This is an optimization exercise on Yosys and OpenROAD, whose aim is small area, not a production implementation.
Function was checked by simulation only, so behaviour that the tests miss may differ from the original.
The flow treats the clock pin as an ideal source, which a real chip does not have.
Power and IR drop assume default switching activity.

==> flow/design.v <==
module seg7dec
(
	input [3:0] v,
	output reg [6:0] seg  
);
always @(*)
begin
	case (v)
		4'd0: seg = 7'b111_1110;
		4'd1: seg = 7'b011_0000;
		4'd2: seg = 7'b110_1101;
		4'd3: seg = 7'b111_1001;
		4'd4: seg = 7'b011_0011;
		4'd5: seg = 7'b101_1011;
		4'd6: seg = 7'b101_1111;
		4'd7: seg = 7'b111_0010;
		4'd8: seg = 7'b111_1111;
		4'd9: seg = 7'b111_1011;
		default: seg = 7'bxxx_xxxx;
	endcase
end
endmodule
module seg7dec6
(
	input [2:0] v,
	output reg [6:0] seg
);
always @(*)
begin
	case (v)
		3'd0: seg = 7'b111_1110;
		3'd1: seg = 7'b011_0000;
		3'd2: seg = 7'b110_1101;
		3'd3: seg = 7'b111_1001;
		3'd4: seg = 7'b011_0011;
		3'd5: seg = 7'b101_1011;
		3'd6: seg = 7'b101_1111;
		default: seg = 7'bxxx_xxxx;
	endcase
end
endmodule
module seg7dec2
(
	input [3:0] hi,
	input [3:0] lo,
	output [6:0] highDigit,
	output [6:0] lowDigit
);
seg7dec high(.v(hi), .seg(highDigit));
seg7dec low(.v(lo), .seg(lowDigit));
endmodule
module seg7dec2s
(
	input [2:0] hi,
	input [3:0] lo,
	output [6:0] highDigit,
	output [6:0] lowDigit
);
seg7dec6 high(.v(hi), .seg(highDigit));
seg7dec low(.v(lo), .seg(lowDigit));
endmodule
module seg7Display
(
	input mclk,
	input clr,
	input run,
	input pe2,
	input [22:0] t,
	output [6:0] minHigh,
	output [6:0] minLow,
	output [6:0] secHigh,
	output [6:0] secLow,
	output [6:0] milHigh,
	output [6:0] milLow
);
reg lap;
reg [22:0] buff;
wire showLap = run & (lap | pe2);
wire [22:0] d = showLap ? buff : t;
always @(posedge mclk)
begin
	lap <= showLap & ~clr;
	if ((run & pe2) | clr)
		buff <= t;
end
seg7dec2 minseg(.hi(d[22:19]), .lo(d[18:15]), .highDigit(minHigh), .lowDigit(minLow));
seg7dec2s secseg(.hi(d[14:12]), .lo(d[11:8]), .highDigit(secHigh), .lowDigit(secLow));
seg7dec2 milseg(.hi(d[7:4]), .lo(d[3:0]), .highDigit(milHigh), .lowDigit(milLow));
endmodule
module ledbar
(
	input mclk,
	input reset,
	input run,
	input pe1,
	output [3:0] led
);
reg [7:0] pres;
reg [2:0] s;
wire term = pres[7] & pres[6] & pres[3];    
wire hold = reset | (~run & pe1);
wire [7:0] tp = {run & (&pres[6:0]), run & (&pres[5:0]), run & (&pres[4:0]), run & (&pres[3:0]),
	run & (&pres[2:0]), run & (&pres[1:0]), run & pres[0], run};
wire step = run & term;
assign led = {s[2] & ~s[0], s[2], s[1], s[1] | s[0]};
always @(posedge mclk)
begin
	pres <= step | hold ? 8'd0 : pres ^ tp;
	s <= hold ? 3'd0 : step ? {s[1] & s[0], s[0] | (s[1] & ~s[2]), ~s[2]} : s;
end
endmodule
module timer
(
	input mclk,
	input clr,
	input run,
	input pe1,
	output [22:0] t
);
reg pend;           
reg [3:0] pres;
reg [3:0] ms0, ms1, s0, m0, m1;
reg [2:0] s1;
assign t = {m1, m0, s1, s0, ms1, ms0};
function [3:0] tog10(input [3:0] d, input en);
	tog10 = {en & d[0] & (d[3] | (d[2] & d[1])), en & d[0] & d[1], en & d[0] & ~d[3], en};
endfunction
wire zero = clr | (~run & pend);
wire tick = run & pres[3] & pres[1];
wire c0 = tick & ms0[3] & ms0[0];
wire c1 = c0 & ms1[3] & ms1[0];
wire s60 = s1[2] & s1[1];
wire c2 = c1 & s0[3] & s0[0];
wire cm = tick & s60;
wire c3 = cm & m0[3] & m0[0];
wire [3:0] tp = tick ? pres : {run & pres[2] & pres[1] & pres[0], run & pres[1] & pres[0], run & pres[0], run};
always @(posedge mclk)
begin
	pend <= ~clr & (run ? pend : pe1 & ~pend);
	pres <= (pres ^ tp) & {4{~zero}};
	ms0 <= (ms0 ^ tog10(ms0, tick)) & {4{~zero}};
	ms1 <= (ms1 ^ tog10(ms1, c0)) & {4{~zero}};
	s0 <= (s0 ^ tog10(s0, c1)) & {4{~zero}};
	s1 <= (cm ? 3'd0 : s1 ^ {c2 & s1[1] & s1[0], c2 & s1[0], c2}) & {3{~zero}};
	m0 <= (m0 ^ tog10(m0, cm)) & {4{~zero}};
	m1 <= (m1 ^ tog10(m1, c3)) & {4{~zero}};
end
endmodule
module buttonStateMachine
(
	input mclk,
	input b0,
	input b1,
	input b2,
	input reset,
	output run,
	output pe1,
	output rst,
	output runX,
	output pe1X,
	output pe2X,
	output clr
);
reg r0, r1, r2, r3;      
reg [3:0] c0, c1, c2;    
reg runR;
assign rst = ~r2;
assign clr = ~(r2 & r3);
wire pe0X = ~c0[3] & c0[2];
assign pe1X = ~c1[3] & c1[2];
assign pe2X = ~c2[3] & c2[2];
assign pe1 = ~c1[2] & c1[1];
assign run = r3 & (runR ^ pe0X);
assign runX = runR;
always @(posedge mclk)
begin
	r0 <= reset;
	r1 <= r0;
	r2 <= r1;
	r3 <= r2;
	c0 <= {c0[2], c0[1], c0[0] & ~clr, b0};
	c1 <= {c1[2], c1[1], c1[0] & ~clr, b1};
	c2 <= {c2[2], c2[1], c2[0] & ~clr, b2};
	runR <= run & r2;
end
endmodule
module watch
(
	input mclk,
	input b0,
	input b1,
	input b2,
	input reset,
	output [6:0] segMin1,
	output [6:0] segMin2,
	output [6:0] segSec1,
	output [6:0] segSec2,
	output [6:0] segmil1,
	output [6:0] segmil2,
	output [3:0] led
);
wire run;      
wire pe1;      
wire rst;      
wire runX;     
wire pe1X;     
wire pe2X;     
wire clr;      
buttonStateMachine bsm(.mclk(mclk), .b0(b0), .b1(b1), .b2(b2), .reset(reset),
	.run(run), .pe1(pe1), .rst(rst), .runX(runX), .pe1X(pe1X), .pe2X(pe2X), .clr(clr));
wire [22:0] t;    
timer gettimer(.mclk(mclk), .clr(clr), .run(runX), .pe1(pe1X), .t(t));
ledbar ledb(.mclk(mclk), .reset(rst), .run(run), .pe1(pe1), .led(led));
seg7Display seg(.mclk(mclk), .clr(clr), .run(runX), .pe2(pe2X), .t(t),
	.minHigh(segMin1), .minLow(segMin2), .secHigh(segSec1), .secLow(segSec2),
	.milHigh(segmil1), .milLow(segmil2));
endmodule
Settings: LEC_CHECK=0, CAP_MARGIN=20, CORE_MARGIN=2, CORE_UTILIZATION=40, SLEW_MARGIN=20; clock period 12.0 ns.
standard.sh (not shown) runs the stock make flow with config.mk's settings and CLKGATE_MAP_FILE= SYNTH_SCRIPT=/design/flow/synth_recipe.tcl, a recipe that flattens the netlist after the stock synthesis.
==> flow/flow/run.sh <==
#!/bin/bash
# The standard layout, with these changes:
#  - the combinational logic of the standard synthesis is mapped again by ABC
#    for area (the standard synthesis maps it for delay at a 12 ps target),
#    with several ABC runs (in two rounds) of which the smallest result is
#    kept; every flip-flop of the standard synthesis is kept as it is, by
#    name and cell type;
#  - the smallest buffer (buf_1) on every input and output port;
#  - a clock tree of clkbuf_4 cells without dummy loads, where a buffer whose
#    flip-flops would see a slow clock edge becomes a clkbuf_8 (clk_fix.tcl).
set -euo pipefail
PORTBUF="BUFFER_PORTS_ARGS=-buffer_cell sky130_fd_sc_hd__buf_1"
CTS="CTS_ARGS=-sink_clustering_enable -repair_clock_nets -dont_use_dummy_load -buf_list sky130_fd_sc_hd__clkbuf_4 -sink_clustering_size 8"
CLKFIX="POST_CTS_TCL=$PWD/flow/clk_fix.tcl"
R=orfs/results/sky130hd/watch/base
LIB=$FLOW_HOME/platforms/sky130hd/lib/sky130_fd_sc_hd__tt_025C_1v80.lib

bash standard.sh "$PORTBUF" synth > standard_synth.log 2>&1

python3 flow/mkmodels.py $LIB cells_comb.v dont_use.txt > mkmodels.log 2>&1
cp $R/1_2_yosys.v 1_2_yosys_standard.v

remap() {  # remap NAME ABC-SCRIPT INPUT-NETLIST
  cat > remap_$1.ys <<EOS
read_verilog cells_comb.v
read_liberty -lib -ignore_redef $LIB
read_verilog $3
hierarchy -top $FLOW_TOP
flatten
opt_clean -purge
techmap
opt -fast
abc -script $2 -liberty $LIB $(cat dont_use.txt)
opt_clean -purge
stat -liberty $LIB
write_verilog -noattr -noexpr remap_$1.v
EOS
  yosys -l remap_$1.log -s remap_$1.ys > /dev/null 2>&1 || true
}

pick() {  # pick PREFIX: the smallest remap_PREFIX*.v so far
  best=""; bestarea=""
  for log in remap_$1*.log; do
    n=${log#remap_}; n=${n%.log}
    a=$(grep "Chip area" $log | tail -1 | awk '{print $NF}')
    [[ -n "$a" && -s remap_$n.v ]] || continue
    echo "$n $a" >> remap_areas.txt
    if [[ -z "$best" ]] || python3 -c "import sys; sys.exit(0 if $a < $bestarea else 1)"; then best=$n; bestarea=$a; fi
  done
}

# round 1: from the standard synthesis
printf 'strash\ndch -f\namap\n' > abc_amap.script
remap r1amap abc_amap.script 1_2_yosys_standard.v &
for S in $(seq 1 15); do
  printf 'strash\n&get -n\n&deepsyn -T 30 -S %d\n&put\nstrash\ndc2\ndch -f\namap\n' $S > abc_deep$S.script
  remap r1deep$S abc_deep$S.script 1_2_yosys_standard.v &
  if (( S % 4 == 3 )); then wait; fi
done
wait
pick r1
echo "round 1: $best $bestarea" >> remap_areas.txt
cp remap_$best.v round1_best.v

# round 2: again from the best of round 1
for S in $(seq 1 8); do
  remap r2deep$S abc_deep$S.script round1_best.v &
  if (( S % 4 == 0 )); then wait; fi
done
wait
pick r
echo "chosen: $best $bestarea" >> remap_areas.txt
cp remap_$best.v $R/1_2_yosys.v
touch $R/1_2_yosys.v

bash standard.sh "$PORTBUF" "$CTS" "$CLKFIX" finish > standard_finish.log 2>&1
Other scripts of this flow, unchanged in this note and not shown: flow/flow/clk_fix.tcl, flow/flow/mkmodels.py
Edit:
--- a/flow/design.v
+++ b/flow/design.v
@@ -1,10 +1,10 @@
 module seg7dec
 (
 	input [3:0] v,
-	output reg [6:0] seg  
+	output reg [6:0] seg
 );
 always @(*)
 begin
 	case (v)
 		4'd0: seg = 7'b111_1110;
 		4'd1: seg = 7'b011_0000;
=>
- cell area stays the same
- worst hold slack stays the same
- synthesized area is unchanged
- sequential power hardly moves
- setup slack does not change
- first-iteration DRC count stays the same
- via count does not change
- count of clock-buffer cells in the layout does not change
- maximum frequency does not change
- routed wire length stays the same

-- port drivers added, routing unchanged --
In the flow no input, the clock included, has a driving cell. The finished layouts below were timed again as built, in two steps.
Step 1 (the two cells are an assumption about what drives the block):
set clk [get_ports {mclk}]
set_driving_cell -lib_cell sky130_fd_sc_hd__clkbuf_16 $clk
set_driving_cell -lib_cell sky130_fd_sc_hd__buf_2 [delete_from_list [all_inputs] $clk]
Step 2 times the ports against the registers' clock, not the clock port: input delays grow and output delays shrink by t, the midpoint of the rising clock arrivals with the driver on.
a / b / c = ideal ports / drivers / drivers and shift; a / b = the first two.
run | shift t [ns] | setup slack, ns | latest minus earliest clock arrival (ns) | slew at the worst register clock pin (ns) | pins driven straight from the clock port
the first run | 0.362 | 5.780 / 5.751 / 6.113 | 0.037 / 0.038 | 0.11 / 0.11 | 1
the second run | 0.362 | 5.780 / 5.751 / 6.113 | 0.037 / 0.038 | 0.11 / 0.11 | 1
After both steps every run listed still meets setup and hold.
